Source: an optimization exercise on an open RTL-to-GDS flow (aim: small area). Production flows keep margins and buffers that such runs may drop. In this exercise RTL edits were held to simulation tests only and were not proved equivalent to the original. Power figures rest on the tool's default switching activity, not on a simulated workload.

==> flow/design.v <==
`timescale 1ns / 1ps
module debounce(input clk, input reset_n, input btn_input, output btn_output);
reg [8:0] counter;
assign btn_output = counter[8] & counter[7] & counter[6] & counter[5] & counter[3];
wire [9:0] carry;
wire [8:0] inc;
assign carry[0] = ~btn_output;  
genvar i;
generate for (i = 0; i < 9; i = i + 1) begin : g_inc
  assign inc[i] = counter[i] ^ carry[i];
  assign carry[i + 1] = counter[i] & carry[i];
end endgenerate
always @(posedge clk) begin
  if (~reset_n || btn_input == 0)
    counter <= 0;
  else
    counter <= inc;
end
endmodule
`timescale 1ns / 1ps
module player(
    input  clk,
    input  reset_n,
    input  [3:0] usr_btn,
    input  [1:0] game_state,
    output [11:0] x,
    output [11:0] y
);
function [32:0] add;  
    input [31:0] a, b;
    input cin;
    reg c;
    integer i;
    begin
        c = cin;
        for (i = 0; i < 32; i = i + 1) begin
            add[i] = a[i] ^ b[i] ^ c;
            c = (a[i] & b[i]) | (c & (a[i] ^ b[i]));
        end
        add[32] = c;
    end
endfunction
function ult;  
    input [31:0] a, b;
    integer i;
    begin
        ult = 1'b0;
        for (i = 0; i < 32; i = i + 1)
            ult = (~a[i] & b[i]) | (~(a[i] ^ b[i]) & ult);
    end
endfunction
reg  [14:0] hpos;
reg  [19:1] vpos;
reg  [19:1] speed;
reg  [26:0] speed_clk;
reg  face, facev;
reg  prev_btn_level;
wire btn_level, btn_pressed;
debounce btn_db(
  .clk(clk),
  .reset_n(reset_n),
  .btn_input(usr_btn[1]),
  .btn_output(btn_level)
);
wire [6:0] xo = hpos[14:8];
wire [8:0] xi = {xo[6] & xo[5], ~(xo[6] & xo[5]), xo[6] ^ xo[5], ~xo[5], xo[4:0]};
wire [9:0] yi = vpos[19:10];
assign x = {3'b000, xi};
assign y = {2'b00, yi};
wire move_r = face == 1 && ult(xo, 120) && usr_btn[0] == 1;    
wire move_l = face == 0 && (xo != 0) && usr_btn[2] == 1;       
wire [32:0] hsum = add({17'd0, hpos}, {32{move_l}}, move_r);
always @(posedge clk) begin
  if (~reset_n || game_state == 1) begin
    hpos <= {7'd118, 8'd0};  
    face <= 1;
  end else
    hpos <= hsum[14:0];
  if (usr_btn[0] == 1)
    face <= 1;
  else if (usr_btn[2] == 1)
    face <= 0;
end
wire above_floor = ult(yi, 178);      
wire at_floor    = (yi == 10'd178);
wire v_move = facev ? (yi != 0) : above_floor;
wire [19:1] vstep = {speed[19:5] | {15{facev}}, speed[4:1] ^ {4{facev}}} & {19{v_move}};
wire [32:0] vsum = add({13'd0, vpos}, {13'd0, vstep}, facev & v_move);
always @(posedge clk) begin
  if (~reset_n || game_state == 1)
    vpos <= {10'd177, 9'd0};
  else
    vpos <= vsum[18:0];
end
always @(posedge clk) begin
  if (~reset_n)
    prev_btn_level <= 0;
  else
    prev_btn_level <= btn_level;
end
assign btn_pressed = btn_level & ~prev_btn_level;
wire clk_due = |speed_clk[26:12] | (speed_clk[11] & |speed_clk[10:0]);  
wire jump = btn_pressed && at_floor;
wire slow_down = ~jump & facev & clk_due;                  
wire speed_up  = ~jump & ~facev & above_floor & clk_due;   
wire sc_clear  = ~reset_n | slow_down | speed_up;
wire [32:0] clk_inc = add({5'd0, speed_clk}, 32'd0, ~jump);
wire dec = slow_down & (speed[4:2] != 0);
wire [32:0] sp_lo = add({28'd0, speed[4:1]}, {28'd0, dec, dec, dec, 1'b0}, speed_up);
wire [32:0] sp_hi = add({17'd0, speed[19:5]}, 32'd0, sp_lo[4] & ~dec);
always @(posedge clk) begin
  if (sc_clear) speed_clk <= 0;
  else speed_clk <= clk_inc[26:0];
end
always @(posedge clk) begin
  if (~reset_n) begin
    speed <= 0;
    facev <= 1;
  end else if (jump) begin
    speed <= 10;  
    facev <= 1;
  end else begin
    speed <= {sp_hi[14:0], sp_lo[3:0]};
    if (slow_down && speed[4:2] == 0) facev <= 0;
  end
end
endmodule
`timescale 1ns / 1ps
module npc(
    input clk,
    input reset_n,
    input  [11:0] ball_pos_x,
    input  [11:0] ball_pos_y,
    input game_mode,  
    input [1:0] game_state,  
    output [11:0] npc_pos_x,
    output [11:0] npc_pos_y
);
function [32:0] add;  
    input [31:0] a, b;
    input cin;
    reg c;
    integer i;
    begin
        c = cin;
        for (i = 0; i < 32; i = i + 1) begin
            add[i] = a[i] ^ b[i] ^ c;
            c = (a[i] & b[i]) | (c & (a[i] ^ b[i]));
        end
        add[32] = c;
    end
endfunction
function ult;  
    input [31:0] a, b;
    integer i;
    begin
        ult = 1'b0;
        for (i = 0; i < 32; i = i + 1)
            ult = (~a[i] & b[i]) | (~(a[i] ^ b[i]) & ult);
    end
endfunction
reg  [14:0] hpos;
reg  [19:1] vpos;
reg  [19:1] speed;
reg  [26:0] speed_clk;
reg  [7:0]  doziness_clock;  
reg  face_v;
wire [6:0] xi = hpos[14:8];
wire [9:0] yi = vpos[19:10];
assign npc_pos_x = {5'd0, xi};
assign npc_pos_y = {2'b00, yi};
wire awake = (game_mode == 0 || ult(doziness_clock, 170));
wire [32:0] target = add({25'd0, xi}, {27'd0, 1'b1, 1'b0, hpos[1], ~hpos[1], hpos[0]}, 1'b0);
wire move_r = ult(xi, 120) && ult(target[31:0], {20'd0, ball_pos_x}) && awake;   
wire move_l = (xi != 0) && ult({20'd0, ball_pos_x}, target[31:0]) && awake;
wire [32:0] hsum = add({17'd0, hpos}, {32{move_l}}, move_r);
always @(posedge clk) begin
    if (~reset_n || game_state == 1) hpos <= {7'd1, 8'd0};
    else hpos <= hsum[14:0];
end
wire above_floor = ult(yi, 178);
wire at_floor    = (yi == 10'd178);
wire v_move = face_v ? (yi != 0) : above_floor;
wire [19:1] vstep = {speed[19:5] | {15{face_v}}, speed[4:1] ^ {4{face_v}}} & {19{v_move}};
wire [32:0] vsum = add({13'd0, vpos}, {13'd0, vstep}, face_v & v_move);
always @(posedge clk) begin
    if (~reset_n || game_state == 1) vpos <= {10'd177, 9'd0};
    else vpos <= vsum[18:0];
end
wire clk_due = |speed_clk[26:12] | (speed_clk[11] & |speed_clk[10:0]);  
wire jump = ult(ball_pos_y, 81) && at_floor;
wire slow_down = ~jump & face_v & clk_due;                  
wire speed_up  = ~jump & ~face_v & above_floor & clk_due;   
wire sc_clear  = ~reset_n | slow_down | speed_up;
wire [32:0] clk_inc = add({5'd0, speed_clk}, 32'd0, ~jump);
wire dec = slow_down & (speed[4:2] != 0);
wire [32:0] sp_lo = add({28'd0, speed[4:1]}, {28'd0, dec, dec, dec, 1'b0}, speed_up);
wire [32:0] sp_hi = add({17'd0, speed[19:5]}, 32'd0, sp_lo[4] & ~dec);
always @(posedge clk) begin
  if (sc_clear) speed_clk <= 0;
  else speed_clk <= clk_inc[26:0];
end
always @(posedge clk) begin
  if (~reset_n) begin
    speed <= 0;
    face_v <= 1;
  end else if (jump) begin
    speed <= 10;  
    face_v <= 1;
  end else begin
    speed <= {sp_hi[14:0], sp_lo[3:0]};
    if (slow_down && speed[4:2] == 0) face_v <= 0;
  end
end
wire [32:0] doz_inc = add({24'd0, doziness_clock}, 32'd0, 1'b1);
always @(posedge clk) begin
    if (~reset_n) doziness_clock <= 0;
    else if (game_mode == 1 && ult(doziness_clock, 244)) doziness_clock <= doz_inc[7:0];
    else doziness_clock <= 0;
end
endmodule
`timescale 1ns / 1ps
module Ball(
    input clk,
    input reset_n,
    input [11:0] Player_X,
    input [11:0] Player_Y,
    input [11:0] NPC_X,
    input [11:0] NPC_Y,
    input [1:0] game_state,  
    input who_win,  
    input smash,  
    input smash1,
    output [11:0] Ball_X,
    output [11:0] Ball_Y
);
function [32:0] add;  
    input [31:0] a, b;
    input cin;
    reg c;
    integer i;
    begin
        c = cin;
        for (i = 0; i < 32; i = i + 1) begin
            add[i] = a[i] ^ b[i] ^ c;
            c = (a[i] & b[i]) | (c & (a[i] ^ b[i]));
        end
        add[32] = c;
    end
endfunction
function ult;  
    input [31:0] a, b;
    integer i;
    begin
        ult = 1'b0;
        for (i = 0; i < 32; i = i + 1)
            ult = (~a[i] & b[i]) | (~(a[i] ^ b[i]) & ult);
    end
endfunction
reg [15:0] px;
reg [15:0] py;
reg [18:0] vy;
reg vx1, vx4;           
reg x_dir, y_dir;
reg clk_cnt;            
reg [12:0] smash_cnt;   
reg start;              
wire [11:0] X = {3'd0, px[15:7]};
wire [11:0] Y = {4'd0, py[15:8]};
assign Ball_X = X;
assign Ball_Y = Y;
wire check_cnt_max = clk_cnt;
wire check_smash_cnt_max = smash_cnt[12] & smash_cnt[9] & smash_cnt[8] & smash_cnt[7] & smash_cnt[3];
wire [32:0] spx = add({22'd0, X[8:0]}, ~{23'd0, Player_X[8:0]}, 1'b1);
wire [32:0] snx = add({24'd0, X[7:0]}, ~{25'd0, NPC_X[6:0]}, 1'b1);
wire [32:0] spy = add({24'd0, Y[7:0]}, ~{22'd0, Player_Y[9:0]}, 1'b1);
wire [32:0] sny = add({24'd0, Y[7:0]}, ~{22'd0, NPC_Y[9:0]}, 1'b1);
wire [9:0]  opx = {~spx[9], spx[8:0]};    
wire [8:0]  onx = {~snx[8], snx[7:0]};    
wire [10:0] opy = {~spy[10], spy[9:0]};  
wire [10:0] ony = {~sny[10], sny[9:0]};
wire nx_ok = ~X[8];
wire player_collison = ~ult(opx, 512 - 30) && ult(opx, 512 + 40) &&
                       ~ult(opy, 1024 - 30) && ult(opy, 1024 + 43);
wire player_left_e   = ult(opx, 512 - 6);
wire player_center_e = ~ult(opx, 512 - 7) && ult(opx, 512 + 19);
wire player_right_e  = ~ult(opx, 512 + 18);
wire player_top_e    = ult(opy, 1024 - 8);
wire NPC_collison = nx_ok &&
                    ~ult(onx, 256 - 25) && ult(onx, 256 + 35) &&
                    ~ult(ony, 1024 - 30) && ult(ony, 1024 + 43);
wire NPC_left_e   = ult(onx, 256 - 6);
wire NPC_center_e = ~ult(onx, 256 - 7) && ult(onx, 256 + 19);
wire NPC_right_e  = ~ult(onx, 256 + 18);
wire NPC_top_e    = ult(ony, 1024 - 8);
wire net_x            = ~ult(X, 130) && ult(X, 167);
wire net_collison     = net_x && ~ult(Y, 120);
wire net_collison_top = net_x && (Y == 12'd120);
wire player_on_ground = ult(Player_Y, 178);
wire NPC_on_ground    = ult(NPC_Y, 178);
wire [7:0] step_y = vy[18:11];
wire play = reset_n && game_state == 2'b10;
wire [32:0] ysum = add({16'd0, py}, (y_dir ? {24'd0, step_y} : ~{24'd0, step_y}) & {32{check_cnt_max}}, ~y_dir & check_cnt_max);
wire y_floor = check_cnt_max & ~y_dir & ~ysum[32];  
wire [32:0] xsum = add({16'd0, px}, {{29{~x_dir}}, vx4 ^ ~x_dir, ~x_dir, vx1 ^ ~x_dir} & {32{check_cnt_max}}, ~x_dir & check_cnt_max);
wire vy_nz = |vy;
wire [32:0] vsum = add({13'd0, vy}, {32{~y_dir & vy_nz}}, y_dir);
always @(posedge clk) begin
    if (~reset_n) clk_cnt <= 0;
    else clk_cnt <= ~clk_cnt;
end
wire [32:0] smash_inc = add({19'd0, smash_cnt}, 32'd0, ~check_smash_cnt_max);  
always @(posedge clk) begin
    if (~reset_n) begin
        smash_cnt <= 0;
        start <= 0;
    end else if (start) begin
        smash_cnt <= smash_inc[12:0];
        start <= ~check_smash_cnt_max;
    end else begin
        start <= ((player_collison && smash) || (NPC_collison && smash1));
        smash_cnt <= 0;
    end
end
always @(posedge clk) begin
    if (!play) begin
        px <= {(who_win ? NPC_X[8:0] : Player_X[8:0]), 7'd0};
        x_dir <= 1;
        vx1 <= 0;
        vx4 <= 0;
    end else begin
        px <= xsum[15:0];
        if (X == 12'b0) x_dir <= 1;
        else if (X == 12'd290) x_dir <= 0;
        else if (net_collison && X == 12'd130) x_dir <= 0;
        else if (net_collison && X == 12'd166) x_dir <= 1;
        else if (player_collison && smash) begin
            x_dir <= 0; vx1 <= 0; vx4 <= 1;
        end else if (NPC_collison && smash1) begin
            x_dir <= 1; vx1 <= 0; vx4 <= 1;
        end else if (player_collison && player_left_e && ~check_smash_cnt_max) begin
            x_dir <= 0; vx1 <= 1; vx4 <= 0;
        end else if (player_collison && player_right_e && ~check_smash_cnt_max) begin
            x_dir <= 1; vx1 <= 1; vx4 <= 0;
        end else if (NPC_collison && NPC_left_e && ~check_smash_cnt_max) begin
            x_dir <= 0; vx1 <= 1; vx4 <= 0;
        end else if (NPC_collison && NPC_right_e && ~check_smash_cnt_max) begin
            x_dir <= 1; vx1 <= 1; vx4 <= 0;
        end else if (NPC_collison && NPC_center_e && ~check_smash_cnt_max) begin
            vx1 <= 0; vx4 <= 0;
        end else if (player_collison && player_center_e && ~check_smash_cnt_max) begin
            vx1 <= 0; vx4 <= 0;
        end
    end
end
always @(posedge clk) begin
    if (!play) begin
        py <= {8'd30, 8'd0};
        y_dir <= 1;
    end else begin
        py <= y_floor ? 16'd0 : ysum[15:0];
        if (Y == 0 || step_y == 0) y_dir <= 1;
        else if (((player_collison && player_on_ground) || (NPC_collison && NPC_on_ground)) && smash) y_dir <= 1;
        else if (Y == 12'd190) y_dir <= 0;
        else if ((player_collison && player_top_e) || (NPC_collison && NPC_top_e) || net_collison_top) y_dir <= 0;
    end
end
always @(posedge clk) begin
    if (!play)
        vy <= 19'd1 << 11;
    else
        vy <= vsum[18:0];
end
endmodule
`timescale 1ns / 1ps
module main(
    input  clk,
    input  reset_n,
    input  [3:0] usr_btn,
    input [3:0] usr_sw,
    output [11:0] player_x,
    output [11:0] player_y,
    output [11:0] computer_x,
    output [11:0] computer_y,
    output [11:0] ball_x,
    output [11:0] ball_y,
    output reg [2:0] player_score,
    output reg [2:0] computer_score,
    output reg [1:0] state
    );
localparam [2:0] S_MAIN_INIT = 0 , S_MAIN_IDLE = 1,
                 S_MAIN_START = 2 ,  S_MAIN_WAIT1 =3, S_MAIN_PLAY = 4,
                 S_MAIN_CAL = 5 ,  S_MAIN_WAIT2 =6,
                 S_MAIN_END =7;
function [32:0] add;  
    input [31:0] a, b;
    input cin;
    reg c;
    integer i;
    begin
        c = cin;
        for (i = 0; i < 32; i = i + 1) begin
            add[i] = a[i] ^ b[i] ^ c;
            c = (a[i] & b[i]) | (c & (a[i] ^ b[i]));
        end
        add[32] = c;
    end
endfunction
function ult;  
    input [31:0] a, b;
    integer i;
    begin
        ult = 1'b0;
        for (i = 0; i < 32; i = i + 1)
            ult = (~a[i] & b[i]) | (~(a[i] ^ b[i]) & ult);
    end
endfunction
reg  [2:0] P, P_next;
reg [14:0] cnt;
reg win;  
reg [9:0] sm_clk;  
wire sm = usr_sw[1] == 1'b1 ? sm_clk[3] : 1'b1;
wire touched = ~ult(ball_y, 190);
wire start_done = cnt[14] & cnt[12] & cnt[11] & cnt[10] & cnt[9] & cnt[8] & cnt[6] & cnt[4] & cnt[3] & cnt[2] & cnt[1] & cnt[0];
wire wait_done  = cnt[13] & cnt[11] & cnt[10] & cnt[9] & cnt[8] & cnt[7] & cnt[5] & cnt[4];
wire sm_wrap = sm_clk[9] & sm_clk[8] & sm_clk[7] & sm_clk[6] & sm_clk[5] & sm_clk[3] & sm_clk[0];
Ball ball(
    .clk(clk),
    .reset_n(reset_n),
    .Player_X(player_x),
    .Player_Y(player_y),
    .NPC_X(computer_x),
    .NPC_Y(computer_y),
    .game_state(state),
    .who_win(win),
    .smash(usr_btn[3]),
    .smash1(sm),
    .Ball_X(ball_x),
    .Ball_Y(ball_y)
);
player players(
    .clk(clk),
    .reset_n(reset_n),
    .usr_btn(usr_btn),
    .game_state(state),
    .x(player_x),
    .y(player_y)
);
npc npcs(
    .clk(clk),
    .reset_n(reset_n),
    .ball_pos_x(ball_x),
    .ball_pos_y(ball_y),
    .game_mode(usr_sw[1]),
    .game_state(state),
    .npc_pos_x(computer_x),
    .npc_pos_y(computer_y)
);
always @(posedge clk) begin
  if (~reset_n || P == S_MAIN_INIT || P == S_MAIN_START)
    state <= 0;
  else if (P == S_MAIN_WAIT1)
    state <= 1;
  else if (P == S_MAIN_PLAY)
    state <= 2;
  else if (P == S_MAIN_END)
    state <= 3;
end
always @(posedge clk) begin
  if (~reset_n) P <= S_MAIN_INIT;
  else P <= P_next;
end
wire [32:0] sm_inc = add({22'd0, sm_clk}, 32'd0, 1'b1);
wire [32:0] cnt_inc = add({17'd0, cnt}, 32'd0, 1'b1);
wire point = (P == S_MAIN_PLAY) && touched;
wire npc_point = ~ult(ball_x, 160);
wire [32:0] ps_inc = add({29'd0, player_score}, 32'd0, point & ~npc_point);
wire [32:0] cs_inc = add({29'd0, computer_score}, 32'd0, point & npc_point);
always @(posedge clk) begin
  if (~reset_n || P == S_MAIN_INIT || sm_wrap) sm_clk <= 0;
  else sm_clk <= sm_inc[9:0];
end
always @(posedge clk) begin
  if (~reset_n || !(P == S_MAIN_START || P == S_MAIN_WAIT1) || (P == S_MAIN_START && start_done))
    cnt <= 0;
  else
    cnt <= cnt_inc[14:0];
end
always @(*) begin
  case (P)
    S_MAIN_INIT:  P_next = S_MAIN_IDLE;
    S_MAIN_IDLE:  P_next = (usr_sw[0] == 0) ? S_MAIN_START : S_MAIN_IDLE;
    S_MAIN_START: P_next = start_done ? S_MAIN_WAIT1 : S_MAIN_START;
    S_MAIN_WAIT1: P_next = wait_done ? S_MAIN_PLAY : S_MAIN_WAIT1;
    S_MAIN_PLAY:  P_next = touched ? S_MAIN_WAIT2 : S_MAIN_PLAY;
    S_MAIN_WAIT2: P_next = S_MAIN_CAL;
    S_MAIN_CAL:   P_next = (player_score == 7 || computer_score == 7) ? S_MAIN_END : S_MAIN_WAIT1;
    default:      P_next = usr_sw[0] ? S_MAIN_INIT : S_MAIN_END;  
  endcase
end
always @(posedge clk) begin
  if (~reset_n || P == S_MAIN_INIT) begin
    player_score <= 0;
    computer_score <= 0;
    win <= 0;
  end else begin
    player_score <= ps_inc[2:0];
    computer_score <= cs_inc[2:0];
    if (point) win <= npc_point;
  end
end
endmodule
==> flow/flow/run.sh <==
#!/bin/bash
# Layout flow: the standard ORFS flow (standard.sh) with these changes:
#  - synthesis maps the logic with an area-oriented ABC script (flow/abc_area.script);
#    everything before ABC, and so every register, is as in the standard synthesis
#  - the port buffers that placement adds are the smallest buffer, buf_1
#  - clock tree synthesis inserts no dummy loads (clock buffers, clustering as in config.mk)
set -euo pipefail
here=$(pwd)
rm -rf "$here/scripts"
cp -r "$FLOW_HOME/scripts" "$here/scripts"
cp "$here/flow/abc_area.script" "$here/scripts/abc_area.script"
export SCRIPTS_DIR="$here/scripts"
export ABC_AREA=1
export BUFFER_PORTS_ARGS="-buffer_cell sky130_fd_sc_hd__buf_1"
export CTS_ARGS="-sink_clustering_enable -repair_clock_nets -dont_use_dummy_load -sink_clustering_size 16 -sink_clustering_max_diameter 50 -buf_list sky130_fd_sc_hd__clkbuf_8"
bash standard.sh > "$here/standard.log" 2>&1
==> flow/flow/abc_area.script <==
strash
&get -n
&deepsyn -T 60
&put
dch -f
amap
topo
stime -c
==> flow/standard.sh <==
#!/bin/bash
# synth_recipe.tcl (not shown) runs the flow's synth.tcl, then flattens the netlist and writes it again
# the make line also repeats each setting of config.mk as NAME=value (left out here)
make -C /OpenROAD-flow-scripts/flow DESIGN_CONFIG=/design/flow/config.mk WORK_HOME=/design/flow/orfs CLKGATE_MAP_FILE= SYNTH_SCRIPT=/design/flow/synth_recipe.tcl "${@:-finish}"
==> flow/config.mk <==
export PLATFORM = sky130hd
export DESIGN_NAME = main
export DESIGN_NICKNAME = main
export VERILOG_FILES = /design/flow/design.v
export SDC_FILE = /design/flow/constraint.sdc
export NUM_CORES = 4
export LEC_CHECK = 0
export CAP_MARGIN = 20
export CORE_MARGIN = 2
export CORE_UTILIZATION = 75
export CTS_BUF_LIST = sky130_fd_sc_hd__clkbuf_8
export CTS_CLUSTER_DIAMETER = 50
export CTS_CLUSTER_SIZE = 16
export SLEW_MARGIN = 20
==> flow/constraint.sdc <==
create_clock -name core_clock -period 10.0 [get_ports {clk}]
set_input_delay 2.0000 -clock core_clock [delete_from_list [all_inputs] [get_ports {clk}]]
set_output_delay 2.0000 -clock core_clock [all_outputs]
set_load 0.01 [all_outputs]
==> run summary, run 1 <==
Post-Route Setup TNS=0 ns; core area=20230 sq um; final hold violation count=0; Post-DP HPWL=21190 um; Crit path max-delay family=adder cells; Worst Path Required=10.43 ns; Post-synth top cells=dfxtp_1, nor2b_1, ha_1; count of cell types in the netlist=47; RSZ-0062 raised after global routing=no; Final Cycle Share=95.12%; final worst path period need=9.512 ns; Static Leak=7.198 nW; drt pass-1 iters=5; internal reg-to-reg setup slack=0.49 ns; post-CTS setup buffer count=0; Layout area overhead=4.463%; Reg clk slew, reported paths=0.09 ns; most frequent CP cell=fa_1; Die H=147.8 um; ys async rst share=0%; initial drt markers=514; Die Wd=147.8 um; CP bufs+invs=2; WHS Path Cells=1; clock latency on the worst-skew pair=0.57 ns; register area share after synthesis=37.19%; most area-hungry cell type in the Yosys netlist=dfxtp_1; Final Max Tran Viols=0; HP Start=npcs.doziness_clock[0]$_SDFF_PN0_; initial core utilization=76.63%; count leader, synth=dfxtp_1; Routed WL=27830 um; flops & latches, synth=288; DP Area=15810 sq um; R2R depth=31; first-pass GRT wire length=47980 um; PwrDens=152.4 nW/um^2; Rel. slew slack=32.15%; Post-CTS Resized=0; initial antenna violation count=0; Avg Synthesized Cell Area=10.74 sq um; CP max stage delay=0.46 ns; count of buffers from port buffering=68; crit-path max FO=2; ratio of cells with drive above 1 in the final layout=3.324%; Area contributors post-synth=dfxtp_1, fa_1, ha_1; wire per inst=15.69 um; Worst setup SP type=flop; Main synth FF type=dfxtp_1; Critical Path Source=npcs.hpos[8]$_SDFF_PP1_; Critical R2R Launch=npcs.hpos[8]$_SDFF_PP1_; htree depth=1; largest net degree at the start of global routing=70; vias=9903; # clock sinks=288; die area=21840 sq um; crit path kind=reg -> reg; DRC Markers=0; I/O Pins=90; Congestion Overflow GR=0; Synth top area share=37.19%; Synth Instances=1443; clock buffer depth=3; vias per cell=5.582; ANT nets after route=0; Post-Route Skew=0.03383 ns; VDD IR max=0.1168 mV; worst r2r dst=npcs.hpos[14]$_SDFF_PP0_; cell area after synthesis=15500 sq um; highest clock rate=105.1 MHz; GP Congestion=0.8447; Critical Path End Type=flop; worst-margin pin slew=0.9922 ns; CTS Buf Count=28; WHS Endpoint=npcs.doziness_clock[0]$_SDFF_PN0_; Synthesis Warnings=5; Worst path slowest cell=fa_1; CTS tree=done; Tightest Hold Check Type=reg -> reg; Max Cap Viol=0; hold_buf cts=0; CTS root buf=clkbuf_8; Ant. Diodes=0; Final setup viols=0; Final Cell Area=16200 sq um; fin nets=1827; critical path data arrival time=9.95 ns; outcome=no timing/DRC/antenna violations; # rows=52; Post-synth EDFFs=0; vias in the first global route=10270; all-layer global routing usage=26.98%
[registers in the layout, summed over array words and instances (netlist names), 3 cells and up]
signal	count
npcs.speed	19
computer_score	3
sm_clk	10
P	3
players.speed	19
players.hpos	15
ball.smash_cnt	13
players.btn_db.counter	9
cnt	15
npcs.vpos	19
npcs.speed_clk	27
npcs.doziness_clock	8
players.speed_clk	27
npcs.hpos	15
ball.py	16
ball.vy	19
player_score	3
ball.px	16
players.vpos	19
[cell usage in the layout, fill, tap and decap left out, types with 5 or more instances in the layout]
cell	Yosys	final
conb_1	1	19
buf_4	68	15
clkbuf_8	0	28
nor3_1	27	27
or3_1	9	9
nor4_1	19	18
o21ai_0	31	30
clkinv_1	135	135
a222oi_1	5	5
a21o_1	6	6
ha_1	163	163
a211oi_1	11	11
a21oi_1	22	22
o21a_1	39	39
buf_1	0	67
nand2_1	36	36
fa_1	148	148
nand3_1	19	19
or2_0	18	18
or4_1	13	13
nor2_1	109	106
nand4_1	7	7
a2111oi_0	7	7
o22ai_1	6	6
dfxtp_1	288	288
nor2b_1	164	164
and3_1	58	58
[worst max-delay path by stage]
stage / end / slack (ns) / cells past startpoint
2_1_floorplan: npcs.hpos[14]$_SDFF_PP0_ / 0.31 / 31
3_3_place_gp: npcs.hpos[14]$_SDFF_PP0_ / 0.61 / 31
3_5_place_dp: npcs.hpos[14]$_SDFF_PP0_ / 0.52 / 31
4_1_cts: npcs.hpos[14]$_SDFF_PP0_ / 0.46 / 31
5_1_grt: npcs.hpos[14]$_SDFF_PP0_ / 0.09 / 31
6_report: npcs.hpos[14]$_SDFF_PP0_ / 0.49 / 31
[where the power goes]
part	internal (mW)	switching [mW]	total, mW
registers	1.20	0.0731	1.27
logic	0.258	0.333	0.592
clock network	0.248	0.359	0.607
total	1.70	0.765	2.47
[worst reg2reg max path: cells and delay by family (launching register included)]
kind	cells	cell delay [ns]
fa+ha+maj	22	8.00
compound gates	4	0.71
flops	1	0.33
simple gates	3	0.20
buf+inv	2	0.12
[cell type report]
| type | instances | area (sq um) |
|---|---|---|
| clock buffers | 28 | 385.4 |
| multi-input cells | 970 | 8832 |
| flip-flops and latches | 288 | 5766 |
| repair buffers | 83 | 369.1 |
| inverters | 135 | 506.7 |
| well taps | 270 | 337.8 |
| fillers | 1325 | 4038 |
[cells by family after synthesis]
kind of cell | share of synthesized area, %
AND/OR/NAND/NOR | 16.93
adder cells (fa/ha/maj) | 32.26
flip-flops | 37.19
buffers and inverters | 6.561
AO/OA/AOI/OAI | 7.037
other | 0.02419
[metal layers]
layer	track usage (%)	up-vias	wire length, um
met5	0	-	0
met1	35.61	4729	12270
met2	45.86	224	13390
met3	4.259	60	1356
li1	-	4890	-
met4	9.135	0	817
[stage by stage]
step	worst slack [ns]	total power, mW	instances	hold WS, ns	util, %
floorplan	0.3115	1.744	1461	0.3992	-
global placement	0.6122	1.853	1746	0.4102	78.13
detailed placement	0.5225	1.881	1746	0.4292	78.13
CTS	0.4608	2.485	1774	0.4452	80.03
global route	0.08518	2.620	1774	0.4556	80.05
finish	0.4885	2.468	1774	0.4410	80.05
==> run 2: changes to the inputs <==
--- a/flow/flow/run.sh
+++ b/flow/flow/run.sh
@@ -12,5 +12,5 @@
 export SCRIPTS_DIR="$here/scripts"
 export ABC_AREA=1
 export BUFFER_PORTS_ARGS="-buffer_cell sky130_fd_sc_hd__buf_1"
-export CTS_ARGS="-sink_clustering_enable -repair_clock_nets -dont_use_dummy_load -sink_clustering_size 16 -sink_clustering_max_diameter 50 -buf_list sky130_fd_sc_hd__clkbuf_8"
+export CTS_ARGS="-sink_clustering_enable -repair_clock_nets -dont_use_dummy_load -sink_clustering_size 20 -sink_clustering_max_diameter 40 -buf_list sky130_fd_sc_hd__clkbuf_8"
 bash standard.sh > "$here/standard.log" 2>&1
--- a/flow/config.mk
+++ b/flow/config.mk
@@ -10,5 +10,5 @@
 export CORE_UTILIZATION = 75
 export CTS_BUF_LIST = sky130_fd_sc_hd__clkbuf_8
 export CTS_CLUSTER_DIAMETER = 50
-export CTS_CLUSTER_SIZE = 16
+export CTS_CLUSTER_SIZE = 25
 export SLEW_MARGIN = 20
==> run summary, run 2 <==
outcome=no timing/DRC/antenna violations; HP Start=npcs.doziness_clock[0]$_SDFF_PN0_; Main synth FF type=dfxtp_1; critical path data arrival time=9.91 ns; Die H=147.8 um; ANT nets after route=0; initial drt markers=505; Post-Route Setup TNS=0 ns; Layout area overhead=5.270%; sequential share of power=49.5%; drt pass-1 iters=5; switching pwr=0.7835 mW; Critical Path End Type=flop; Congestion Overflow GR=0; Non-Filler Instances=1783; Worst path slowest cell=fa_1; clock latency on the worst-skew pair=0.54 ns; Critical R2R Launch=npcs.hpos[8]$_SDFF_PP1_; # clock sinks=288; CTS Buf Count=37; Synthesis Warnings=5; vias per cell=5.607; Tightest Hold Check Type=reg -> reg; initial antenna violation count=0; Inst Count DP=1746; R2R depth=31; Switching Fraction=30.50%; I/O Pins=90; Post-CTS Resized=0; wire per inst=15.85 um; htree depth=2; power share of the clock group=27.3%; Final Cycle Share=95.53%; most common cell after layout, fill and taps aside=dfxtp_1; final worst path period need=9.553 ns; largest net degree at the start of global routing=70; highest clock rate=104.7 MHz; ys async rst share=0%; GP Congestion=0.8447; first-pass GRT wire length=48730 um; DRC Markers=0; Reg area=5766 sq um; Die Wd=147.8 um; Final setup viols=0; Critical Path Source=npcs.hpos[8]$_SDFF_PP1_; Worst setup SP type=flop; RSZ-0062 raised after global routing=no; biggest regs=npcs.speed_clk: 27 flops, players.speed_clk: 27 flops; flops & latches, synth=288; combinational share of power=23.2%; crit path kind=reg -> reg; Synth top area share=37.19%; Post-Route Skew=0.04618 ns; Worst Path Required=10.35 ns; Post-synth EDFFs=0; cell area after synthesis=15500 sq um; Post-synth top cells=dfxtp_1, nor2b_1, ha_1; commonest cells after routing, fill and taps aside=dfxtp_1, nor2b_1, ha_1; die area=21840 sq um; clock buffer depth=3; Area contributors post-synth=dfxtp_1, fa_1, ha_1; ratio of cells with drive above 1 in the final layout=3.900%; DP Area=15810 sq um; Reg clk slew, reported paths=0.09 ns; register area share after synthesis=37.19%; VDD IR max=0.1104 mV; internal reg-to-reg setup slack=0.45 ns; # rows=52; Ant. Diodes=0; CTS root buf=clkbuf_8; all-layer global routing usage=27.60%; Static Leak=7.262 nW; Avg Synthesized Cell Area=10.74 sq um; vias=9997; Synth Instances=1443; Routed WL=28260 um; Rel. slew slack=34.62%; crit-path max FO=2; initial core utilization=76.63%; fin nets=1836; WHS Path Cells=1; final hold violation count=0; CP max stage delay=0.46 ns; Fillers=1313; count of cell types in the netlist=47; most frequent CP cell=fa_1; count of buffers from port buffering=68; PwrDens=157.4 nW/um^2; core area=20230 sq um; Final Max Tran Viols=0; vias in the first global route=10380; Int Pwr=1.786 mW; area of the multi-input gates=8833 sq um; Final Cell Area=16320 sq um; count leader, synth=dfxtp_1; post-CTS setup buffer count=0; Max Cap Viol=0; worst-margin pin slew=0.9560 ns; most area-hungry cell type in the Yosys netlist=dfxtp_1; fin util=80.66%; Post-DP HPWL=21190 um; hold_buf cts=0; CTS tree=done
run 2: cell counts after synthesis:
Identical to the previous run, type by type.
run 2: logic make-up after synthesis:
logic type	share of synthesized area (%)
compound gates	7.037
fa+ha+maj	32.26
buf+inv	6.561
flops	37.19
other cells	0.02419
simple gates	16.93
run 2: path summary, 6_finish.rpt:
path                                       endpoint
setup / recovery           npcs.hpos[14]$_SDFF_PP0_
hold / removal    npcs.doziness_clock[0]$_SDFF_PN0_
setup reg to reg           npcs.hpos[14]$_SDFF_PP0_
hold reg to reg   npcs.doziness_clock[0]$_SDFF_PN0_
run 2: power groups by stage:
stage	clock network [mW]	logic (mW)	registers (mW)
after global routing	0.772	0.680	1.28
after global placement	0	0.559	1.29
after detailed placement	0	0.586	1.30
after floorplan	0	0.470	1.27
after CTS	0.724	0.598	1.27
final	0.703	0.595	1.27
run 2: through the flow:
step	worst slack (ns)	total power [mW]	hold slack, ns
5_1_grt	0.05327	2.729	0.4564
3_5_place_dp	0.5225	1.881	0.4292
6_report	0.4465	2.569	0.4409
2_1_floorplan	0.3115	1.744	0.3992
3_3_place_gp	0.6122	1.853	0.4102
4_1_cts	0.4248	2.593	0.4441
run 2: critical path: cells and delay by family, from the launching register on:
kind                     cells  cell delay (ns)
buffers and inverters        2             0.12
AO/OA/AOI/OAI                4             0.71
flip-flops                   1             0.33
AND/OR/NAND/NOR              3             0.20
adder cells (fa/ha/maj)     22             8.03
run 2: final cells by class:
cell class,instances,area share (%)
multi-input cells,970,54.12
well taps,270,2.070
repair buffers,83,2.261
clock buffers,37,3.120
flip-flops and latches,288,35.32
inverters,135,3.105
run 2: routing by layer:
metal	vias to the layer above	share of wire, %	global-route usage, %
met2	199	49	47.35
met1	4830	44	35.93
met5	-	0	0
li1	4913	-	-
met3	55	4.7	4.691
met4	0	2.2	9.038
==> run 3: changes to the inputs <==
--- a/flow/flow/run.sh
+++ b/flow/flow/run.sh
@@ -12,5 +12,5 @@
 export SCRIPTS_DIR="$here/scripts"
 export ABC_AREA=1
 export BUFFER_PORTS_ARGS="-buffer_cell sky130_fd_sc_hd__buf_1"
-export CTS_ARGS="-sink_clustering_enable -repair_clock_nets -dont_use_dummy_load -sink_clustering_size 20 -sink_clustering_max_diameter 40 -buf_list sky130_fd_sc_hd__clkbuf_8"
+export CTS_ARGS="-sink_clustering_enable -repair_clock_nets -dont_use_dummy_load -sink_clustering_size 18 -sink_clustering_max_diameter 50 -buf_list sky130_fd_sc_hd__clkbuf_8"
 bash standard.sh > "$here/standard.log" 2>&1
--- a/flow/config.mk
+++ b/flow/config.mk
@@ -7,8 +7,8 @@
 export LEC_CHECK = 0
 export CAP_MARGIN = 20
 export CORE_MARGIN = 2
-export CORE_UTILIZATION = 75
+export CORE_UTILIZATION = 80
 export CTS_BUF_LIST = sky130_fd_sc_hd__clkbuf_8
 export CTS_CLUSTER_DIAMETER = 50
-export CTS_CLUSTER_SIZE = 25
+export CTS_CLUSTER_SIZE = 16
 export SLEW_MARGIN = 20
==> run summary, run 3 <==
Die H=143.2 um; wire per inst=17.32 um; drt pass-1 iters=5; Reg area=5767 sq um; combinational share of power=24.1%; CP max stage delay=0.47 ns; largest net degree at the start of global routing=70; final hold violation count=0; crit-path max FO=6; critical path data arrival time=9.92 ns; power share of the clock group=25.1%; Int Pwr=1.715 mW; Final setup viols=0; Fillers=1032; vias per cell=5.882; Inst Count DP=1735; final worst path period need=9.524 ns; Area contributors post-synth=dfxtp_1, fa_1, ha_1; Reg clk slew, reported paths=0.07 ns; count of buffers from port buffering=68; most area-hungry cell type in the Yosys netlist=dfxtp_1; count leader, synth=dfxtp_1; worst-margin pin slew=1.072 ns; Static Leak=7.202 nW; Post-DP HPWL=22210 um; flops & latches, synth=288; most frequent CP cell=fa_1; Ant. Diodes=0; initial antenna violation count=0; outcome=no timing/DRC/antenna violations; DRC Markers=0; most common cell after layout, fill and taps aside=dfxtp_1; # clock sinks=288; CTS tree=done; biggest regs=npcs.speed_clk: 27 flops, players.speed_clk: 27 flops; commonest cells after routing, fill and taps aside=dfxtp_1, nor2b_1, ha_1; initial drt markers=571; clock latency on the worst-skew pair=0.61 ns; Synth top area share=37.19%; Layout area overhead=4.503%; cell area after synthesis=15500 sq um; # rows=50; Rel. slew slack=26.66%; Non-Filler Instances=1764; Avg Synthesized Cell Area=10.74 sq um; area of the multi-input gates=8843 sq um; Switching Fraction=31.58%; count of cell types in the netlist=47; Main synth FF type=dfxtp_1; Synth Instances=1443; core area=18830 sq um; switching pwr=0.7916 mW; Worst setup SP type=flop; Post-Route Setup TNS=0 ns; CTS root buf=clkbuf_8; all-layer global routing usage=31.90%; first-pass GRT wire length=52100 um; Worst Path Required=10.40 ns; VDD IR max=0.1154 mV; ratio of cells with drive above 1 in the final layout=3.524%; Worst path slowest cell=fa_1; highest clock rate=105.0 MHz; register area share after synthesis=37.19%; CTS Buf Count=29; I/O Pins=90; RSZ-0062 raised after global routing=no; GP Congestion=0.8870; htree depth=1; Synthesis Warnings=5; die area=20510 sq um; Post-Route Skew=0.06976 ns; Congestion Overflow GR=0; sequential share of power=50.9%; vias in the first global route=10950; Critical Path End Type=flop; Post-synth EDFFs=0; ANT nets after route=0; initial core utilization=82.34%; Tightest Hold Check Type=reg -> reg; Max Cap Viol=0; PwrDens=154.7 nW/um^2; vias=10380; crit path kind=reg -> reg; ys async rst share=0%; Final Max Tran Viols=0; fin nets=1827; Routed WL=30560 um; clock buffer depth=3; Post-synth top cells=dfxtp_1, nor2b_1, ha_1; Final Cycle Share=95.24%; Die Wd=143.2 um
==> run 3: cells by family (layout without fill, tap and decap cells) <==
| family | after synthesis | in the layout | synth area share [%] |
|---|---|---|---|
| AOI/OAI and AO/OA | 157 | 157 | 7.037 |
| adders and majority gates | 311 | 311 | 32.26 |
| buffers and inverters | 203 | 246 | 6.561 |
| DFF | 288 | 288 | 37.19 |
| other | 1 | 19 | 0.02419 |
| and+or+nand+nor | 483 | 483 | 16.93 |
==> run 3: power by group through the flow <==
stage          clock network, mW  registers [mW]  logic (mW)
6_report                   0.628            1.27       0.603
2_1_floorplan                  0            1.27       0.470
3_5_place_dp                   0            1.30       0.592
4_1_cts                    0.638            1.27       0.601
3_3_place_gp                   0            1.30       0.546
5_1_grt                    0.684            1.28       0.683
==> run 3: repair_timing <==
| action | in CTS | in global routing |
|---|---|---|
| buffers inserted | 0 | 0 |
| endpoints found under the setup margin | 0 | 2 |
| gates resized for setup | 0 | 4 |
| hold buffers | 0 | 0 |
==> run 3: metrics by stage <==
stage                     utilization (%)  area (sq um)  total power, mW  setup slack (ns)  hold WS (ns)
after floorplan                         -         15570            1.744            0.3115        0.3992
after global placement              83.85         15790            1.844            0.6137        0.4090
after detailed placement            83.85         15790            1.892            0.4910        0.4185
after CTS                           85.97         16190            2.513            0.3707        0.4438
after global routing                86.05         16200            2.650           0.02258        0.4704
final                               86.05         16200            2.506            0.4763        0.4477
==> run 3: area by class of cell <==
class	instances	area share, %
clock buffer	29	2.463
timing repair buffer	82	2.232
multi-input combinational	970	54.58
tap	260	2.008
inverter	135	3.127
sequential	288	35.59
==> run 3: metal layers <==
| layer | GRT usage, % | up-vias | routed length [um] |
|---|---|---|---|
| li1 | - | 4888 | - |
| met1 | 40.68 | 5089 | 12830 |
| met2 | 54.87 | 306 | 15080 |
| met3 | 4.863 | 93 | 1449 |
| met4 | 12.95 | 0 | 1199 |
| met5 | 0 | - | 0 |
==> run 3: critical path, delay by kind of cell, from the launching register on <==
kind	cells	cell delay, ns
adder cells (fa/ha/maj)	22	8.06
buffers and inverters	2	0.11
AO/OA/AOI/OAI	4	0.65
AND/OR/NAND/NOR	3	0.18
flip-flops	1	0.39
==> run 3: worst paths after layout <==
kind,slack [ns],endpoint,cells after the start,startpoint
max reg2reg,0.48,npcs.hpos[14]$_SDFF_PP0_,31,npcs.hpos[8]$_SDFF_PP1_
min reg2reg,0.45,npcs.doziness_clock[0]$_SDFF_PN0_,1,npcs.doziness_clock[0]$_SDFF_PN0_
max,0.48,npcs.hpos[14]$_SDFF_PP0_,31,npcs.hpos[8]$_SDFF_PP1_
min,0.45,npcs.doziness_clock[0]$_SDFF_PN0_,1,npcs.doziness_clock[0]$_SDFF_PN0_
==> run 4: changes to the inputs <==
--- a/flow/flow/run.sh
+++ b/flow/flow/run.sh
@@ -12,5 +12,5 @@
 export SCRIPTS_DIR="$here/scripts"
 export ABC_AREA=1
 export BUFFER_PORTS_ARGS="-buffer_cell sky130_fd_sc_hd__buf_1"
-export CTS_ARGS="-sink_clustering_enable -repair_clock_nets -dont_use_dummy_load -sink_clustering_size 18 -sink_clustering_max_diameter 50 -buf_list sky130_fd_sc_hd__clkbuf_8"
+export CTS_ARGS="-sink_clustering_enable -repair_clock_nets -dont_use_dummy_load -sink_clustering_size 10 -sink_clustering_max_diameter 35 -buf_list sky130_fd_sc_hd__clkbuf_4"
 bash standard.sh > "$here/standard.log" 2>&1
--- a/flow/config.mk
+++ b/flow/config.mk
@@ -7,7 +7,7 @@
 export LEC_CHECK = 0
 export CAP_MARGIN = 20
 export CORE_MARGIN = 2
-export CORE_UTILIZATION = 80
+export CORE_UTILIZATION = 85
 export CTS_BUF_LIST = sky130_fd_sc_hd__clkbuf_8
 export CTS_CLUSTER_DIAMETER = 50
 export CTS_CLUSTER_SIZE = 16
==> run summary, run 4 <==
outcome=no timing/DRC/antenna violations; highest clock rate=103.5 MHz; initial drt markers=618; ratio of cells with drive above 1 in the final layout=4.224%; Layout area overhead=3.640%; Avg Synthesized Cell Area=10.74 sq um; count leader, synth=dfxtp_1; VDD IR max=0.2303 mV; Synth Instances=1443; cell area after synthesis=15500 sq um; die area=19340 sq um; Post-Route Setup TNS=0 ns; crit path kind=reg -> reg; Crit path max-delay family=adder cells; commonest cells after routing, fill and taps aside=dfxtp_1, nor2b_1, ha_1; initial core utilization=86.61%; htree depth=2; CP bufs+invs=2; PnR worst setup slack=0.3389 ns; first-pass GRT wire length=52630 um; pre-CTS setup slack=0.4384 ns; final worst path period need=9.661 ns; # clock sinks=288; worst-margin pin slew=0.9491 ns; clock latency on the worst-skew pair=0.68 ns; Hold WS=0.4313 ns; count of buffers from port buffering=68; largest net degree at the start of global routing=70; fin util=89.76%; I/O Pins=90; clock buffer depth=3; Synthesis Warnings=5; initial antenna violation count=1; CP max stage delay=0.48 ns; wire per inst=17.93 um; most frequent CP cell=fa_1; Worst path slowest cell=fa_1; final hold violation count=0; GP Congestion=0.8677; DRC Markers=0; vias in the first global route=11080; RSZ-0062 raised after global routing=no; Post-DP HPWL=22730 um; CTS tree=done; vias per cell=6.001; Critical Path End Type=flop; Die Wd=139.1 um; flops & latches, synth=288; Static Leak=7.175 nW; PwrDens=153.1 nW/um^2; Reg clk slew, reported paths=0.09 ns; # rows=49; Worst setup SP type=flop; Post-Route Skew=0.07629 ns; Routed WL=31290 um; most common cell after layout, fill and taps aside=dfxtp_1; Final setup viols=0; drt pass-1 iters=5; all-layer global routing usage=33.56%; Final Cycle Share=96.61%; crit-path max FO=2; Synth top area share=37.19%; CTS Buf Count=42; Die H=139.1 um; Tightest Hold Check Type=reg -> reg; Post-synth top cells=dfxtp_1, nor2b_1, ha_1; CTS root buf=clkbuf_4; Post-CTS Resized=0; ANT nets after route=0; biggest regs=npcs.speed_clk: 27 flops, players.speed_clk: 27 flops; Congestion Overflow GR=0; most area-hungry cell type in the Yosys netlist=dfxtp_1; Rel. slew slack=36.15%; count of cell types in the netlist=47; DP Area=15740 sq um; Area contributors post-synth=dfxtp_1, fa_1, ha_1; vias=10470; Worst Path Required=10.47 ns; post-CTS setup buffer count=0; ys async rst share=0%; register area share after synthesis=37.19%; critical path data arrival time=10.13 ns; Final Max Tran Viols=0; Main synth FF type=dfxtp_1; fin nets=1838; Post-synth EDFFs=0; hold_buf cts=0; Final Cell Area=16070 sq um; Max Cap Viol=0; core area=17900 sq um
==> run 4: cell counts after synthesis <==
Identical to the previous run, type by type.
==> run 4: worst paths after layout <==
check,slack (ns),startpoint,end,cells past startpoint
worst min-delay path,0.43,npcs.doziness_clock[0]$_SDFF_PN0_,npcs.doziness_clock[0]$_SDFF_PN0_,1
worst max register to register,0.34,npcs.hpos[0]$_SDFF_PP0_,npcs.hpos[14]$_SDFF_PP0_,31
worst min register to register,0.43,npcs.doziness_clock[0]$_SDFF_PN0_,npcs.doziness_clock[0]$_SDFF_PN0_,1
worst max-delay path,0.34,npcs.hpos[0]$_SDFF_PP0_,npcs.hpos[14]$_SDFF_PP0_,31
==> run 4: cell type report <==
type | instances | area [sq um]
multi-input combinational | 970 | 8846
sequential | 288 | 5766
fill | 806 | 1833
inverter | 135 | 506.7
timing repair buffer | 80 | 346.6
clock buffer | 42 | 315.3
tap | 229 | 286.5
antenna | 1 | 2.502
==> run 4: cell families after synthesis <==
logic type                 after synthesis  share of synthesized area [%]
other                                    1                        0.02419
AOI/OAI and AO/OA                      157                          7.037
adders and majority gates              311                          32.26
DFF                                    288                          37.19
and+or+nand+nor                        483                          16.93
buffers and inverters                  203                          6.561
==> run 4: metal layers <==
layer  vias to the layer above  track usage, %  part of all wire (%)
met3                       106           5.214                   6.0
met5                         -               0                     0
li1                       4920               -                     -
met2                       365           57.82                    49
met1                      5081           42.15                    40
met4                         0           15.31                   4.6
==> run 4: report_power, final <==
part / internal [mW] / total (mW) / switching [mW] / leakage (nW)
clock network: 0.193 / 0.563 / 0.370 / 0.193
registers: 1.20 / 1.27 / 0.0763 / 2.33
logic: 0.266 / 0.624 / 0.358 / 4.65
total: 1.66 / 2.46 / 0.804 / 7.17
==> run 4: metrics by stage <==
| step | std cells | power (mW) |
|---|---|---|
| floorplan | 1461 | 1.744 |
| global placement | 1702 | 1.843 |
| detailed placement | 1702 | 1.903 |
| CTS | 1744 | 2.455 |
| global route | 1745 | 2.591 |
| finish | 1745 | 2.460 |
==> run 5: changes to the inputs <==
--- a/flow/flow/run.sh
+++ b/flow/flow/run.sh
@@ -12,5 +12,5 @@
 export SCRIPTS_DIR="$here/scripts"
 export ABC_AREA=1
 export BUFFER_PORTS_ARGS="-buffer_cell sky130_fd_sc_hd__buf_1"
-export CTS_ARGS="-sink_clustering_enable -repair_clock_nets -dont_use_dummy_load -sink_clustering_size 10 -sink_clustering_max_diameter 35 -buf_list sky130_fd_sc_hd__clkbuf_4"
+export CTS_ARGS="-sink_clustering_enable -repair_clock_nets -dont_use_dummy_load -sink_clustering_size 30 -sink_clustering_max_diameter 60 -buf_list sky130_fd_sc_hd__clkbuf_16"
 bash standard.sh > "$here/standard.log" 2>&1
==> run summary, run 5 <==
outcome=no timing/DRC/antenna violations; Area contributors post-synth=dfxtp_1, fa_1, ha_1; Worst setup SP type=flop; count of cell types in the netlist=47; Die H=139.1 um; Worst Path Required=10.36 ns; switching pwr=0.7951 mW; clock latency on the worst-skew pair=0.52 ns; fin nets=1813; crit-path max FO=2; DRC Markers=0; Synth top area share=37.19%; highest clock rate=103.9 MHz; drt pass-1 iters=7; Reg clk slew, reported paths=0.09 ns; flops & latches, synth=288; vias per cell=6.080; Final setup viols=0; Int Pwr=1.768 mW; PwrDens=158.5 nW/um^2; Static Leak=7.192 nW; Main synth FF type=dfxtp_1; Post-synth EDFFs=0; Ant. Diodes=0; wire per inst=18.20 um; Synth Instances=1443; Die Wd=139.1 um; Max Cap Viol=0; GP Congestion=0.8677; most frequent CP cell=fa_1; Post-Route Setup TNS=0 ns; Inst Count DP=1702; all-layer global routing usage=33.44%; initial antenna violation count=0; CTS root buf=clkbuf_16; most area-hungry cell type in the Yosys netlist=dfxtp_1; Layout area overhead=4.285%; Congestion Overflow GR=0; ANT nets after route=0; initial drt markers=673; CTS tree=done; Switching Fraction=31.02%; Worst path slowest cell=fa_1; Post-DP HPWL=22730 um; count leader, synth=dfxtp_1; initial core utilization=86.61%; ratio of cells with drive above 1 in the final layout=2.483%; Critical Path End Type=flop; commonest cells after routing, fill and taps aside=dfxtp_1, nor2b_1, ha_1; worst-margin pin slew=1.054 ns; final worst path period need=9.624 ns; # clock sinks=288; Avg Synthesized Cell Area=10.74 sq um; vias in the first global route=11140; Non-Filler Instances=1719; die area=19340 sq um; clock buffer depth=3; Rel. slew slack=27.93%; crit path kind=reg -> reg; power share of the clock group=25.9%; CP max stage delay=0.48 ns; critical path data arrival time=9.98 ns; final hold violation count=0; ys async rst share=0%; largest net degree at the start of global routing=70; VDD IR max=0.2273 mV; vias=10450; sequential share of power=49.6%; Synthesis Warnings=5; Post-synth top cells=dfxtp_1, nor2b_1, ha_1; # rows=49; Post-Route Skew=0.04961 ns; Routed WL=31280 um; combinational share of power=24.4%; cell area after synthesis=15500 sq um; core area=17900 sq um; biggest regs=npcs.speed_clk: 27 flops, players.speed_clk: 27 flops; Hold WS=0.4301 ns; Tightest Hold Check Type=reg -> reg; RSZ-0062 raised after global routing=no; first-pass GRT wire length=52970 um; htree depth=1; register area share after synthesis=37.19%; most common cell after layout, fill and taps aside=dfxtp_1; count of buffers from port buffering=68; CTS Buf Count=17; Final Cycle Share=96.24%; I/O Pins=90; Final Max Tran Viols=0
==> run 5: through the flow <==
step | utilization [%] | setup WS (ns) | power (mW) | cell area [sq um]
floorplan | - | 0.3115 | 1.744 | 15570
global placement | 87.89 | 0.7376 | 1.843 | 15740
detailed placement | 87.89 | 0.4384 | 1.903 | 15740
CTS | 90.27 | 0.3267 | 2.560 | 16160
global route | 90.32 | 0.02813 | 2.687 | 16170
finish | 90.32 | 0.3756 | 2.563 | 16170
==> run 5: logic make-up after synthesis <==
group | Yosys count | share of synthesized area [%]
buf+inv | 203 | 6.561
fa+ha+maj | 311 | 32.26
other cells | 1 | 0.02419
simple gates | 483 | 16.93
flops | 288 | 37.19
compound gates | 157 | 7.037
==> run 5: worst paths after layout <==
| path | depth (start not counted) | endpoint | from | slack [ns] |
|---|---|---|---|---|
| setup / recovery | 31 | npcs.hpos[14]$_SDFF_PP0_ | npcs.hpos[0]$_SDFF_PP0_ | 0.38 |
| hold / removal | 1 | npcs.doziness_clock[0]$_SDFF_PN0_ | npcs.doziness_clock[0]$_SDFF_PN0_ | 0.43 |
| setup reg to reg | 31 | npcs.hpos[14]$_SDFF_PP0_ | npcs.hpos[0]$_SDFF_PP0_ | 0.38 |
| hold reg to reg | 1 | npcs.doziness_clock[0]$_SDFF_PN0_ | npcs.doziness_clock[0]$_SDFF_PN0_ | 0.43 |
==> run 5: layout make-up <==
cell class	count	area (sq um)
fill	751	1733
timing repair buffer	80	346.6
clock buffer	17	425.4
inverter	135	506.7
tap	229	286.5
sequential	288	5766
multi-input combinational	970	8838
==> run 5: repair_timing <==
action,in CTS,in global routing
resized for setup,0,1
setup endpoints to repair,0,1
setup buffers,0,0
hold buffers,0,0
==> run 5: power by group through the flow <==
stage / clock network, mW / logic, mW / registers, mW
after CTS: 0.667 / 0.623 / 1.27
after global routing: 0.709 / 0.699 / 1.28
after global placement: 0 / 0.547 / 1.30
final: 0.665 / 0.626 / 1.27
after floorplan: 0 / 0.470 / 1.27
after detailed placement: 0 / 0.606 / 1.30
==> run 5: critical path: cells and delay by family, from the launching register on <==
| family | cells | cell delay [ns] |
|---|---|---|
| AO/OA/AOI/OAI | 4 | 0.76 |
| adder cells (fa/ha/maj) | 22 | 8.05 |
| AND/OR/NAND/NOR | 3 | 0.22 |
| flip-flops | 1 | 0.33 |
| buffers and inverters | 2 | 0.11 |
==> run 5: metal layers <==
layer	vias to the layer above	routed length, um	GRT usage [%]
met5	-	0	0
li1	4864	-	-
met3	114	1794	4.765
met2	383	15630	58.28
met4	0	1387	14.14
met1	5090	12470	42.19
==> run 6: changes to the inputs <==
--- a/flow/design.v
+++ b/flow/design.v
@@ -1,10 +1,12 @@
 `timescale 1ns / 1ps
-module debounce(input clk, input reset_n, input btn_input, output btn_output);
-reg [8:0] counter;
-assign btn_output = counter[8] & counter[7] & counter[6] & counter[5] & counter[3];
+module debounce(input clk, input reset_n, input btn_input, output btn_pressed);
+reg [8:0] counter;  
+wire at_period = counter[8] & counter[7] & counter[6] & counter[5] & counter[3];
+assign btn_pressed = at_period & ~counter[0];
+wire done = at_period & counter[0];
 wire [9:0] carry;
 wire [8:0] inc;
-assign carry[0] = ~btn_output;  
+assign carry[0] = ~done;
 genvar i;
 generate for (i = 0; i < 9; i = i + 1) begin : g_inc
   assign inc[i] = counter[i] ^ carry[i];
@@ -54,13 +56,12 @@
 reg  [19:1] speed;
 reg  [26:0] speed_clk;
 reg  face, facev;
-reg  prev_btn_level;
-wire btn_level, btn_pressed;
+wire btn_pressed;  
 debounce btn_db(
   .clk(clk),
   .reset_n(reset_n),
   .btn_input(usr_btn[1]),
-  .btn_output(btn_level)
+  .btn_pressed(btn_pressed)
 );
 wire [6:0] xo = hpos[14:8];
 wire [8:0] xi = {xo[6] & xo[5], ~(xo[6] & xo[5]), xo[6] ^ xo[5], ~xo[5], xo[4:0]};
@@ -92,13 +93,6 @@
   else
     vpos <= vsum[18:0];
 end
-always @(posedge clk) begin
-  if (~reset_n)
-    prev_btn_level <= 0;
-  else
-    prev_btn_level <= btn_level;
-end
-assign btn_pressed = btn_level & ~prev_btn_level;
 wire clk_due = |speed_clk[26:12] | (speed_clk[11] & |speed_clk[10:0]);  
 wire jump = btn_pressed && at_floor;
 wire slow_down = ~jump & facev & clk_due;                  
--- a/flow/flow/run.sh
+++ b/flow/flow/run.sh
@@ -12,5 +12,6 @@
 export SCRIPTS_DIR="$here/scripts"
 export ABC_AREA=1
 export BUFFER_PORTS_ARGS="-buffer_cell sky130_fd_sc_hd__buf_1"
-export CTS_ARGS="-sink_clustering_enable -repair_clock_nets -dont_use_dummy_load -sink_clustering_size 30 -sink_clustering_max_diameter 60 -buf_list sky130_fd_sc_hd__clkbuf_16"
+export SKIP_REPAIR_TIE_FANOUT=1
+export CTS_ARGS="-sink_clustering_enable -repair_clock_nets -dont_use_dummy_load -sink_clustering_size 10 -sink_clustering_max_diameter 35 -buf_list sky130_fd_sc_hd__clkbuf_4"
 bash standard.sh > "$here/standard.log" 2>&1
==> flow/flow/abc_area.script (replaced) <==
strash
&get -n
&deepsyn -T 60
&put
dch -f
amap
strash
dch -f
amap
topo
stime -c
==> run summary, run 6 <==
outcome=no timing/DRC/antenna violations; highest clock rate=102.8 MHz; largest net degree at the start of global routing=60; CTS root buf=clkbuf_4; vias per cell=6.126; Rel. slew slack=42.08%; Tightest Hold Check Type=reg -> reg; Final Cycle Share=97.24%; Final Cell Area=15970 sq um; biggest regs=npcs.speed_clk: 27 flops, players.speed_clk: 27 flops; flops & latches, synth=287; Critical R2R Launch=npcs.hpos[0]$_SDFF_PP0_; Reg clk slew, reported paths=0.11 ns; worst r2r dst=npcs.hpos[14]$_SDFF_PP0_; final worst path period need=9.724 ns; Main synth FF type=dfxtp_1; GRT met3 Usage=6.595%; Synth top area share=37.21%; CP max stage delay=0.48 ns; Static Leak=7.143 nW; Critical Path End Type=flop; ys async rst share=0%; most frequent CP cell=fa_1; drt pass-1 iters=18; die area=19260 sq um; Layout area overhead=3.444%; vias in the first global route=11600; Max Cap Viol=0; count of buffers from port buffering=68; worst-margin pin slew=0.8687 ns; Avg Synthesized Cell Area=10.63 sq um; clock latency on the worst-skew pair=0.69 ns; CTS Buf Count=44; WHS Endpoint=npcs.doziness_clock[0]$_SDFF_PN0_; Critical Path Source=npcs.hpos[0]$_SDFF_PP0_; initial core utilization=86.25%; DRC Markers=0; Routed WL=31730 um; register area share after synthesis=37.21%; GR met1 Demand/Resource=40.69%; clock buffer depth=3; VDD IR max=0.1593 mV; Hold WS=0.4294 ns; GP Congestion=0.8794; Die Wd=138.8 um; Tot Pwr=2.421 mW; Area contributors post-synth=dfxtp_1, fa_1, ha_1; core area=17900 sq um; Post-synth EDFFs=0; Worst Path Required=10.57 ns; ratio of cells with drive above 1 in the final layout=4.633%; count of cell types in the netlist=48; ANT nets after route=0; Post-synth top cells=dfxtp_1, ha_1, nor2b_1; Synth Instances=1452; fin nets=1833; cell area after synthesis=15440 sq um; R2R depth=33; count leader, synth=dfxtp_1; HP Start=npcs.doziness_clock[0]$_SDFF_PN0_; Worst path slowest cell=fa_1; htree depth=2; Congestion Overflow GR=0; commonest cells after routing, fill and taps aside=dfxtp_1, nor2b_1, ha_1; most area-hungry cell type in the Yosys netlist=dfxtp_1; Final Max Tran Viols=0; Post-DP HPWL=22110 um; CTS tree=done; Post-Route Skew=0.06554 ns; most common cell after layout, fill and taps aside=dfxtp_1; initial antenna violation count=1; Die H=138.8 um; first-pass GRT wire length=53820 um; critical path data arrival time=10.29 ns; Fillers=838; hold_buf cts=0; GR peak layer=met2; crit path kind=reg -> reg; PwrDens=151.6 nW/um^2; Final setup viols=0; vias=10670; # rows=49; I/O Pins=90; grt met2 use=59.66%; Worst setup SP type=flop; post-CTS setup buffer count=0; all-layer global routing usage=34.26%; Synthesis Warnings=5; # clock sinks=287; final hold violation count=0; DP Area=15610 sq um; internal reg-to-reg setup slack=0.28 ns; WHS Path Cells=1; initial drt markers=798; wire per inst=18.22 um; crit-path max FO=2; Post-CTS Resized=0
## run 6: power breakdown
| group | switching [mW] | leakage [nW] | internal, mW | total [mW] |
|---|---|---|---|---|
| logic | 0.363 | 4.62 | 0.226 | 0.589 |
| clock network | 0.379 | 0.202 | 0.202 | 0.581 |
| registers | 0.0654 | 2.32 | 1.19 | 1.25 |
## run 6: per-stage QoR
step / std cells / utilization, % / worst slack (ns) / setup TNS (ns)
detailed placement: 1696 / 87.18 / 0.3221 / 0
floorplan: 1452 / - / 0.4447 / 0
global placement: 1696 / 87.18 / 0.5702 / 0
global route: 1741 / 89.22 / -0.02977 / -0.04947
finish: 1741 / 89.22 / 0.2765 / 0
CTS: 1740 / 89.03 / 0.1969 / 0
## run 6: metal layers
| layer | part of all wire, % | vias up |
|---|---|---|
| li1 | - | 4926 |
| met1 | 38 | 5120 |
| met2 | 50 | 437 |
| met3 | 6.7 | 182 |
| met4 | 5.6 | 0 |
| met5 | 0 | - |
## run 6: critical path, delay by kind of cell, from the launching register on
family          cells  cell delay, ns
buf+inv             3            0.20
compound gates      2            0.38
flops               1            0.35
fa+ha+maj          22            8.10
simple gates        6            0.59
## run 6: cell families after synthesis
| family | count (synthesis) | synth area share, % |
|---|---|---|
| flops | 287 | 37.21 |
| buf+inv | 208 | 6.710 |
| fa+ha+maj | 310 | 32.32 |
| compound gates | 155 | 6.743 |
| simple gates | 491 | 16.99 |
| other cells | 1 | 0.02429 |
## run 6: final cells by class
type	count	area, sq um	share of cell area [%]
Antenna cell	1	2.502	0.01567
Clock buffer	44	330.3	2.068
Inverter	140	525.5	3.290
Multi-Input combinational cell	957	8712	54.55
Sequential cell	287	5746	35.97
Tap cell	229	286.5	1.794
Timing Repair Buffer	83	369.1	2.311
## run 6: how the worst max path moves through the flow
| stage | endpoint | cells past startpoint |
|---|---|---|
| final | npcs.hpos[14]$_SDFF_PP0_ | 33 |
| after global routing | npcs.hpos[14]$_SDFF_PP0_ | 33 |
| after CTS | npcs.hpos[14]$_SDFF_PP0_ | 33 |
| after detailed placement | players.vpos[19]$_SDFF_PP0_ | 27 |
| after global placement | players.vpos[19]$_SDFF_PP0_ | 27 |
| after floorplan | npcs.hpos[14]$_SDFF_PP0_ | 33 |
==> run 7: changes to the inputs <==
--- a/flow/flow/run.sh
+++ b/flow/flow/run.sh
@@ -12,6 +12,5 @@
 export SCRIPTS_DIR="$here/scripts"
 export ABC_AREA=1
 export BUFFER_PORTS_ARGS="-buffer_cell sky130_fd_sc_hd__buf_1"
-export SKIP_REPAIR_TIE_FANOUT=1
 export CTS_ARGS="-sink_clustering_enable -repair_clock_nets -dont_use_dummy_load -sink_clustering_size 10 -sink_clustering_max_diameter 35 -buf_list sky130_fd_sc_hd__clkbuf_4"
 bash standard.sh > "$here/standard.log" 2>&1
--- a/flow/config.mk
+++ b/flow/config.mk
@@ -8,7 +8,7 @@
 export CAP_MARGIN = 20
 export CORE_MARGIN = 2
 export CORE_UTILIZATION = 85
-export CTS_BUF_LIST = sky130_fd_sc_hd__clkbuf_8
-export CTS_CLUSTER_DIAMETER = 50
-export CTS_CLUSTER_SIZE = 16
+export CTS_BUF_LIST = sky130_fd_sc_hd__clkbuf_4
+export CTS_CLUSTER_DIAMETER = 35
+export CTS_CLUSTER_SIZE = 10
 export SLEW_MARGIN = 20
==> run summary, run 7 <==
Final setup viols=0; HP Start=npcs.doziness_clock[0]$_SDFF_PN0_; most area-hungry cell type in the Yosys netlist=dfxtp_1; Post-synth top cells=dfxtp_1, ha_1, nor2b_1; final worst path period need=9.656 ns; Post-Route Setup TNS=0 ns; core area=17900 sq um; Post-Route Skew=0.06204 ns; Max Cap Viol=0; highest clock rate=103.6 MHz; Synth Instances=1452; commonest cells after routing, fill and taps aside=dfxtp_1, nor2b_1, ha_1; VDD IR max=0.1477 mV; initial drt markers=593; Critical R2R Launch=players.vpos[18]$_SDFF_PP0_; most common cell after layout, fill and taps aside=dfxtp_1; Layout area overhead=3.833%; cell area after synthesis=15440 sq um; Rel. slew slack=43.15%; Critical Path Source=players.vpos[18]$_SDFF_PP0_; count of cell types in the netlist=48; fin nets=1850; Worst Path Required=10.56 ns; Non-Filler Instances=1758; CTS tree=done; Post-synth EDFFs=0; Hold WS=0.4264 ns; ys async rst share=0%; Die H=138.8 um; worst-margin pin slew=0.8527 ns; count of buffers from port buffering=68; CTS Buf Count=43; Reg clk slew, reported paths=0.10 ns; # rows=49; final hold violation count=0; Synthesis Warnings=5; count leader, synth=dfxtp_1; DP Area=15660 sq um; PnR worst setup slack=0.3437 ns; Final Cell Area=16030 sq um; Main synth FF type=dfxtp_1; Avg Synthesized Cell Area=10.63 sq um; Tot Pwr=2.376 mW; PwrDens=148.2 nW/um^2; crit-path max FO=6; most frequent CP cell=fa_1; crit path kind=reg -> reg; initial core utilization=86.25%; Synth top area share=37.21%; wire per inst=17.42 um; largest net degree at the start of global routing=60; CP bufs+invs=2; first-pass GRT wire length=51980 um; pre-CTS setup slack=0.2723 ns; Post-DP HPWL=22410 um; vias per cell=6.014; outcome=no timing/DRC/antenna violations; ratio of cells with drive above 1 in the final layout=4.581%; Congestion Overflow GR=0; internal reg-to-reg setup slack=0.34 ns; Worst setup SP type=flop; Crit path max-delay family=adder cells; # clock sinks=287; Tightest Hold Check Type=reg -> reg; DRC Markers=0; register area share after synthesis=37.21%; initial antenna violation count=1; die area=19260 sq um; Reg area=5747 sq um; Critical Path End Type=flop; drt pass-1 iters=16
[run 7: cell types whose count changed in the layout (fill, tap and decap cells not counted)]
cell	change
a21oi_1	-1
a21oi_2	+1
clkbuf_4	-1
conb_1	+18
dfxtp_1	-1
dfxtp_2	+1
nor3_1	+1
nor3_2	-1
[run 7: worst paths after layout]
kind              cells after the start                                end
setup / recovery                     27        players.vpos[19]$_SDFF_PP0_
hold / removal                        1  npcs.doziness_clock[0]$_SDFF_PN0_
setup reg to reg                     27        players.vpos[19]$_SDFF_PP0_
hold reg to reg                       1  npcs.doziness_clock[0]$_SDFF_PN0_
[run 7: kinds of logic (layout without fill, tap and decap cells)]
kind of cell               count (synthesis)  in the layout  synth area share (%)
AOI/OAI and AO/OA                        155            155                 6.743
buffers and inverters                    208            266                 6.710
DFF                                      287            287                 37.21
other                                      1             20               0.02429
and+or+nand+nor                          491            491                 16.99
adders and majority gates                310            310                 32.32
[run 7: report_power, final]
part	internal, mW	leakage (nW)	switching, mW	total (mW)
Clock	0.198	0.198	0.369	0.567
Sequential	1.19	2.32	0.0657	1.25
Combinational	0.221	4.68	0.336	0.557
Total	1.60	7.20	0.771	2.38
[run 7: cell type report]
| class | instances | area share [%] |
|---|---|---|
| diodes | 1 | 0.01561 |
| clock buffers | 43 | 2.014 |
| inverters | 140 | 3.278 |
| multi-input cells | 975 | 54.76 |
| flip-flops and latches | 287 | 35.85 |
| well taps | 229 | 1.787 |
| repair buffers | 83 | 2.302 |
[run 7: timing repair]
item,CTS,global route
endpoints found under the setup margin,0,3
gates resized for setup,0,8
hold buffers,0,0
setup buffers,0,2
[run 7: worst reg2reg max path: stages, from the launching register on]
cell and delay (ns):
dfxtp_1 0.40, or4_1 0.57, o41ai_2 0.27, buf_4 0.21, nor2_1 0.06, a21oi_2 0.15
fa_1 0.20, clkinv_1 0.08, fa_1 0.43, fa_1 0.43, fa_1 0.44, fa_1 0.43
fa_1 0.43, fa_1 0.43, fa_1 0.42, fa_1 0.47, fa_1 0.43, fa_1 0.40
fa_1 0.39, fa_1 0.38, fa_1 0.40, fa_1 0.40, fa_1 0.39, fa_1 0.40
fa_1 0.43, a21oi_2 0.19, nor2_1 0.06, a211oi_1 0.23
[run 7: per-layer routing]
metal	track usage [%]	vias up	wire [um]
li1	-	4930	-
met1	40.05	5138	12070
met2	57.84	385	15500
met3	5.628	119	1694
met4	15.58	0	1358
met5	0	-	0

Check on run 7: ideal ports give 0.344 ns setup slack; a clkbuf_16 on the clock port and buf_2 on the inputs give 0.344 ns; moving port delays by the midpoint clock arrival (0.684 ns) as well gives 0.344 ns.
